Context: an optimization exercise on an open-source flow, tuned for small area and a short achievable clock period. The choices shown serve that exercise and are no tape-out recipe.
In this exercise RTL edits were held to simulation tests only and were not proved equivalent to the original.
Power and IR drop assume default switching activity.

Setup of the baseline:
==> flow/design.v <==
module cpu (
  input clk, rst,
  output [15:0] MeAaddr, Baddr,
  output [15:0] MeMemResult,
  output [1:0] MeMemControl,
  input [15:0] AmemRead, BmemRead,
  output [175:0] registerValue
);
localparam NOP = 5'b00001;
localparam IDLE = 3'd0, EQZ = 3'd1, NEZ = 3'd2, TEQZ = 3'd3, TNEZ = 3'd4,
           JUMP = 3'd5, DB = 3'd6;
reg [4:0]  ifop, op;       
reg [10:0] iflo, lo;       
reg [15:0] pc;             
reg        s1, s2;         
always @(posedge clk or negedge rst)
  if (!rst) begin
    ifop <= NOP;
    op <= NOP;
    pc <= 16'h0000;
    s1 <= 1'b0;
    s2 <= 1'b0;
  end else begin
    ifop <= BmemRead[15:11];
    op <= ifop;
    pc <= Baddr;
    s1 <= 1'b1;
    s2 <= s1;
  end
always @(posedge clk) begin
  iflo <= BmemRead[10:0];
  lo <= iflo;
end
reg [3:0] xd, yd, zd;
reg [2:0] jc;
always @(*) begin
  xd = 0;
  yd = 0;
  zd = 4'hf;
  jc = IDLE;
  case (ifop)
    5'b00000: begin xd = 4'd9; zd = iflo[10:8]; end                  
    5'b00010: jc = DB;                                             
    5'b00100: begin xd = iflo[10:8]; jc = EQZ; end                   
    5'b00101: begin xd = iflo[10:8]; jc = NEZ; end                   
    5'b00110: begin xd = iflo[7:5]; zd = iflo[10:8]; end               
    5'b01000: begin xd = iflo[10:8]; zd = iflo[7:5]; end               
    5'b01001: begin xd = iflo[10:8]; zd = iflo[10:8]; end              
    5'b01010: xd = iflo[10:8];                                       
    5'b01100:
      case (iflo[10:8])
        3'b000: jc = TEQZ;                                         
        3'b001: jc = TNEZ;                                         
        3'b011: begin xd = 4'd9; zd = 4'd9; end                    
        3'b100: begin xd = iflo[7:5]; zd = 4'd9; end                 
        default: ;
      endcase
    5'b01101: zd = iflo[10:8];                                       
    5'b01111: begin xd = iflo[7:5]; zd = iflo[10:8]; end               
    5'b10010: begin yd = 4'd9; zd = iflo[10:8]; end                  
    5'b10011: begin yd = iflo[10:8]; zd = iflo[7:5]; end               
    5'b11010: begin xd = iflo[10:8]; yd = 4'd9; end                  
    5'b11011: begin xd = iflo[7:5]; yd = iflo[10:8]; end               
    5'b11100: begin xd = iflo[10:8]; yd = iflo[7:5]; zd = iflo[4:2]; end  
    5'b11101:
      case (iflo[4:0])
        5'b00000:
          case (iflo[7:5])
            3'b000: begin xd = iflo[10:8]; jc = JUMP; end            
            3'b010: zd = iflo[10:8];                                 
            default: ;
          endcase
        5'b00110, 5'b00111:                                        
          begin xd = iflo[7:5]; yd = iflo[10:8]; zd = iflo[7:5]; end
        5'b01010: begin xd = iflo[7:5]; yd = iflo[10:8]; end           
        5'b01100, 5'b01101:                                        
          begin xd = iflo[7:5]; yd = iflo[10:8]; zd = iflo[10:8]; end
        default: ;
      endcase
    5'b11110:
      if (iflo[0]) begin xd = iflo[10:8]; zd = 4'd8; end               
      else begin xd = 4'd8; zd = iflo[10:8]; end                     
    default: ;
  endcase
end
reg [3:0]  xi, yi, zi;      
reg        jEqz, jNez, jTeqz, jTnez, jJr, jB;
reg        fxE, fxM, fyE, fyM;  
reg        aSub, aBy, aB4;      
reg        tSlti, tSlt, tCmp;   
reg  [15:0] exRes, meRes, exAddr, meAddr;
reg  [3:0]  exZ;
reg  [9:0]  meSel;          
reg  [1:0]  exCtl, meCtl;
reg         tf;
always @(posedge clk or negedge rst)
  if (!rst) begin
    xi <= 4'd0;
    yi <= 4'd0;
    zi <= 4'hf;
    {jEqz, jNez, jTeqz, jTnez, jJr, jB} <= 6'b000000;
    {fxE, fxM, fyE, fyM} <= 4'b0000;
    {aSub, aBy, aB4} <= 3'b000;
    {tSlti, tSlt, tCmp} <= 3'b000;
  end else begin
    xi <= xd;
    yi <= yd;
    zi <= zd;
    jEqz <= jc == EQZ;
    jNez <= jc == NEZ;
    jTeqz <= jc == TEQZ;
    jTnez <= jc == TNEZ;
    jJr <= jc == JUMP;
    jB <= jc == DB;
    fxE <= xd == zi;
    fxM <= xd == exZ;
    fyE <= yd == zi;
    fyM <= yd == exZ;
    aSub <= (ifop == 5'b11100 && iflo[1]) || ifop == 5'b01010 || ifop == 5'b11101;
    aBy <= ifop == 5'b11100 || ifop == 5'b11101;
    aB4 <= ifop == 5'b01000;
    tSlti <= ifop == 5'b01010;
    tSlt <= ifop == 5'b11101 && iflo[4:0] == 5'b00010;
    tCmp <= ifop == 5'b11101 && iflo[4:0] == 5'b01010;
  end
wire [15:0] meVal = meCtl[1] ? AmemRead : meRes;
reg  [15:0] q [0:9];       
wire [15:0] rv [0:9];      
genvar i;
generate
  for (i = 0; i < 10; i = i + 1) begin : regs
    assign rv[i] = meSel[i] ? meVal : q[i];
    always @(posedge clk)
      q[i] <= rv[i];
  end
endgenerate
assign registerValue = {rv[0], rv[1], rv[2], rv[3], rv[4], rv[5], rv[6], rv[7],
                        rv[8], rv[9], 16'h0000};
reg [15:0] qx, qy;
always @(*) begin
  qx = 16'h0000;
  qy = 16'h0000;
  case (xi)
    4'd0: qx = q[0]; 4'd1: qx = q[1]; 4'd2: qx = q[2]; 4'd3: qx = q[3];
    4'd4: qx = q[4]; 4'd5: qx = q[5]; 4'd6: qx = q[6]; 4'd7: qx = q[7];
    4'd8: qx = q[8]; 4'd9: qx = q[9];
    default: ;
  endcase
  case (yi)
    4'd0: qy = q[0]; 4'd1: qy = q[1]; 4'd2: qy = q[2]; 4'd3: qy = q[3];
    4'd4: qy = q[4]; 4'd5: qy = q[5]; 4'd6: qy = q[6]; 4'd7: qy = q[7];
    4'd9: qy = q[9];
    default: ;
  endcase
end
wire useAm = fxM & ~fxE & meCtl[1];
wire [15:0] opXEarly = fxE ? exRes : fxM ? meRes : qx;
wire [15:0] opX = useAm ? AmemRead : opXEarly;
wire [15:0] opY = fyE ? exRes : fyM ? meVal : qy;
wire [15:0] sext8 = {{8{lo[7]}}, lo[7:0]};
wire [15:0] sext11 = {{5{lo[10]}}, lo[10:0]};
wire earlyZero = fxE ? ~|exRes : fxM ? ~|meRes : ~|qx;
wire xZero;
zeroSelect xZeroSelect (
  .am(AmemRead),
  .useAm(useAm),
  .early(earlyZero),
  .zero(xZero)
);
wire tTake = (jTeqz & ~tf) | (jTnez & tf) | jJr | jB;
wire takeZ = tTake | jEqz;      
wire takeNz = tTake | jNez;     
wire [15:0] relPC = pc + (jB ? sext11 : sext8);
wire [15:0] seqPC = pc + {15'd0, s2};
wire [15:0] target = jJr ? opXEarly : relPC;
wire [15:0] pcZ = takeZ ? target : seqPC;
wire [15:0] pcNz = takeNz ? target : seqPC;
baddrMux baddrSelect (
  .am(AmemRead),
  .useAm(jJr & useAm),
  .sel(xZero),
  .a(pcZ),
  .b(pcNz),
  .y(Baddr)
);
wire is11101 = (op == 5'b11101);
wire [15:0] addB = aBy ? opY : aB4 ? {{12{lo[3]}}, lo[3:0]} : sext8;
wire [16:0] sum = {1'b0, opX} + {1'b0, aSub ? ~addB : addB} + {16'd0, aSub};
wire [3:0] shImm = (lo[4:2] == 3'd0) ? 4'd8 : {1'b0, lo[4:2]};
wire [3:0] shrAmt = (op == 5'b00110) ? shImm : opY[3:0];
function [15:0] rev16(input [15:0] v);
  integer k;
  for (k = 0; k < 16; k = k + 1)
    rev16[k] = v[15 - k];
endfunction
wire shLeft = lo[1:0] == 2'b00;       
wire [15:0] shIn = shLeft ? rev16(opX) : opX;
wire [15:0] shOut = shIn >> shrAmt;
wire [15:0] shr = (is11101 && |opY[15:4]) ? 16'h0000 : shOut;
wire [15:0] shl = rev16(shOut);
wire selAdd = op == 5'b00000 || op == 5'b01000 || op == 5'b01001 ||
              (op == 5'b01100 && lo[10:8] == 3'b011) || (op == 5'b11100 && lo[0]);
wire selX = (op == 5'b01100 && lo[10:8] == 3'b100) || op == 5'b01111 ||
            op == 5'b11010 || op == 5'b11011 || op == 5'b11110;
wire selLi = op == 5'b01101;
wire selShl = op == 5'b00110 && lo[1:0] == 2'b00;
wire selShr = (op == 5'b00110 && lo[1]) || (is11101 && lo[4:1] == 4'b0011);
wire selPC = is11101 && lo[7:0] == 8'b01000000;
wire selAnd = is11101 && lo[4:0] == 5'b01100;
wire selOr = is11101 && lo[4:0] == 5'b01101;
wire [15:0] res = ({16{selAdd}} & sum[15:0]) | ({16{selX}} & opX) |
                  ({16{selLi}} & {8'd0, lo[7:0]}) | ({16{selShl}} & shl) |
                  ({16{selShr}} & shr) | ({16{selPC}} & pc) |
                  ({16{selAnd}} & (opX & opY)) | ({16{selOr}} & (opX | opY));
wire tNext = tSlti ? ~sum[16] : tCmp ? |sum[15:0] : tSlt ? 1'b0 : tf;
wire isMem = op[4] && !op[2] && op[1];           
wire [1:0] ctl = isMem ? (op[3] ? 2'b01 : 2'b10) : 2'b00;
wire [15:0] addr = opY + (op[0] ? {{11{lo[4]}}, lo[4:0]} : sext8);
always @(posedge clk or negedge rst)
  if (!rst) begin
    exZ <= 4'hf;
    meSel <= 10'h3ff;
    exCtl <= 2'b00;
    meCtl <= 2'b00;
    tf <= 1'b0;
    meRes <= 16'h0000;
  end else begin
    exZ <= zi;
    meSel <= 10'd1 << exZ;
    exCtl <= ctl;
    meCtl <= exCtl;
    tf <= tNext;
    meRes <= exRes;
  end
always @(posedge clk) begin
  exRes <= res;
  exAddr <= addr;
  meAddr <= exAddr;
end
assign MeAaddr = meAddr;
assign MeMemResult = meRes;
assign MeMemControl = meCtl;
endmodule
module zeroSelect (
  input [15:0] am,
  input useAm, early,
  output zero
);
assign zero = useAm ? ~|am : early;
endmodule
module baddrMux (
  input [15:0] am,
  input useAm, sel,
  input [15:0] a, b,
  output [15:0] y
);
assign y = useAm ? am : sel ? a : b;
endmodule
==> flow/config.mk <==
export PLATFORM = sky130hd
export DESIGN_NAME = cpu
export DESIGN_NICKNAME = cpu
export VERILOG_FILES = /design/flow/design.v
export SDC_FILE = /design/flow/constraint.sdc
export NUM_CORES = 4
export LEC_CHECK = 0
export CAP_MARGIN = 20
export CORE_MARGIN = 2
export CORE_UTILIZATION = 55
export SETUP_SLACK_MARGIN = 5
export SLEW_MARGIN = 20
export SYNTH_HIERARCHICAL = 1
==> flow/constraint.sdc <==
create_clock -name core_clock -period 10.5 [get_ports {clk}]
set_input_delay 2.1000 -clock core_clock [delete_from_list [all_inputs] [get_ports {clk}]]
set_output_delay 2.1000 -clock core_clock [all_outputs]
set_load 0.01 [all_outputs]
standard.sh (not shown) runs the stock make flow with config.mk's settings and CLKGATE_MAP_FILE= SYNTH_SCRIPT=/design/flow/synth_recipe.tcl, a recipe that flattens the netlist after the stock synthesis.
==> flow/flow/run.sh <==
#!/bin/bash
# The standard layout with these changes to how it is made:
# - synthesis maps with an area-leaning ABC script (flow/abc_speed.script, put in
#   place of ORFS's in a copy of its scripts folder); everything else in synthesis
#   is ORFS's own, so the registers are the standard synthesis's;
# - the smallest buffer (buf_1) on the ports;
# - clock tree synthesis without dummy loads;
# - timing repair free to resize a cell into one of another footprint.
set -euo pipefail
rm -rf myscripts
cp -r "$FLOW_HOME/scripts" myscripts
cp flow/abc_speed.script myscripts/abc_speed.script
bash standard.sh "SCRIPTS_DIR=$PWD/myscripts" \
  "BUFFER_PORTS_ARGS=-buffer_cell sky130_fd_sc_hd__buf_1" \
  "CTS_ARGS=-sink_clustering_enable -repair_clock_nets -dont_use_dummy_load" \
  "MATCH_CELL_FOOTPRINT=0" finish > make.log 2>&1
==> flow/flow/abc_speed.script <==
&get -n
&st
&dch
&nf -R 100
&put
Changes in the candidate relative to the baseline:
diff --git a/flow/design.v b/flow/design.v
--- a/flow/design.v
+++ b/flow/design.v
@@ -81,11 +81,12 @@
       if (iflo[0]) begin xd = iflo[10:8]; zd = 4'd8; end               
       else begin xd = 4'd8; zd = iflo[10:8]; end                     
     default: ;
   endcase
 end
-reg [3:0]  xi, yi, zi;      
+reg [9:0]  xoh;             
+reg [3:0]  yi, zi;          
 reg        jEqz, jNez, jTeqz, jTnez, jJr, jB;
 reg        fxE, fxM, fyE, fyM;  
 reg        aSub, aBy, aB4;      
 reg        tSlti, tSlt, tCmp;   
 reg  [15:0] exRes, meRes, exAddr, meAddr;
@@ -93,19 +94,19 @@
 reg  [9:0]  meSel;          
 reg  [1:0]  exCtl, meCtl;
 reg         tf;
 always @(posedge clk or negedge rst)
   if (!rst) begin
-    xi <= 4'd0;
+    xoh <= 10'd1;
     yi <= 4'd0;
     zi <= 4'hf;
     {jEqz, jNez, jTeqz, jTnez, jJr, jB} <= 6'b000000;
     {fxE, fxM, fyE, fyM} <= 4'b0000;
     {aSub, aBy, aB4} <= 3'b000;
     {tSlti, tSlt, tCmp} <= 3'b000;
   end else begin
-    xi <= xd;
+    xoh <= 10'd1 << xd;
     yi <= yd;
     zi <= zd;
     jEqz <= jc == EQZ;
     jNez <= jc == NEZ;
     jTeqz <= jc == TEQZ;
@@ -135,19 +136,20 @@
   end
 endgenerate
 assign registerValue = {rv[0], rv[1], rv[2], rv[3], rv[4], rv[5], rv[6], rv[7],
                         rv[8], rv[9], 16'h0000};
 reg [15:0] qx, qy;
+reg        qxZero;
+integer k;
 always @(*) begin
   qx = 16'h0000;
   qy = 16'h0000;
-  case (xi)
-    4'd0: qx = q[0]; 4'd1: qx = q[1]; 4'd2: qx = q[2]; 4'd3: qx = q[3];
-    4'd4: qx = q[4]; 4'd5: qx = q[5]; 4'd6: qx = q[6]; 4'd7: qx = q[7];
-    4'd8: qx = q[8]; 4'd9: qx = q[9];
-    default: ;
-  endcase
+  qxZero = 1'b0;
+  for (k = 0; k < 10; k = k + 1) begin
+    qx = qx | ({16{xoh[k]}} & q[k]);
+    qxZero = qxZero | (xoh[k] & ~|q[k]);
+  end
   case (yi)
     4'd0: qy = q[0]; 4'd1: qy = q[1]; 4'd2: qy = q[2]; 4'd3: qy = q[3];
     4'd4: qy = q[4]; 4'd5: qy = q[5]; 4'd6: qy = q[6]; 4'd7: qy = q[7];
     4'd9: qy = q[9];
     default: ;
@@ -157,11 +159,11 @@
 wire [15:0] opXEarly = fxE ? exRes : fxM ? meRes : qx;
 wire [15:0] opX = useAm ? AmemRead : opXEarly;
 wire [15:0] opY = fyE ? exRes : fyM ? meVal : qy;
 wire [15:0] sext8 = {{8{lo[7]}}, lo[7:0]};
 wire [15:0] sext11 = {{5{lo[10]}}, lo[10:0]};
-wire earlyZero = fxE ? ~|exRes : fxM ? ~|meRes : ~|qx;
+wire earlyZero = fxE ? ~|exRes : fxM ? ~|meRes : qxZero;
 wire xZero;
 zeroSelect xZeroSelect (
   .am(AmemRead),
   .useAm(useAm),
   .early(earlyZero),
On leakage power summed over all cells, the lower figure sits with the baseline, not the candidate. Compared with the baseline, in the candidate clock latency on the worst-skew pair level, non-clock buffer count fell about 3.2%, area taken by multi-input logic gates rose by 130 µm², fraction of standard cell area that is sequential shows an increase of 0.41 points. Of the candidate and the baseline, the lower area growth from synthesis to final layout belongs to the candidate. NOTE distinct cell type count of the synthesized netlist the baseline->the candidate increased by a little under 10%. No stage failed in the candidate, and the final checks on the layout all came back clean. Combinational share of power in the candidate vs the baseline: up 0.3 points.

## port drivers added, routing unchanged
The flow's constraints put no driver on any port. The routed layouts listed below were extracted and timed again, unchanged, in two steps.
Step 1, drivers: a clkbuf_16 drives clk and a buf_2 each remaining input, both assumed.
Step 2 adds t to the input delays and takes it off the output delays; t is the mean of the earliest and latest rising clock arrival at the registers after step 1. Input paths then give back, and output paths get back, about the clock's delay inside the block.
a / b / c = ideal ports / drivers / drivers and shift; a / b = the first two.
| run | t (ns) | setup WS [ns] | worst register clock-pin slew, ns | worst data-port slew with drivers (ns) |
|---|---|---|---|---|
| the baseline | 0.573 | 4.381 / 4.328 / 4.426 | 0.06 / 0.06 | 0.11 |
| the candidate | 0.579 | 4.510 / 4.486 / 4.281 | 0.07 / 0.07 | 0.09 |
After both steps every run listed still meets setup and hold. The setup slack of the candidate, which loses most, moves by -0.024 ns with the drivers and by -0.229 ns with both steps.
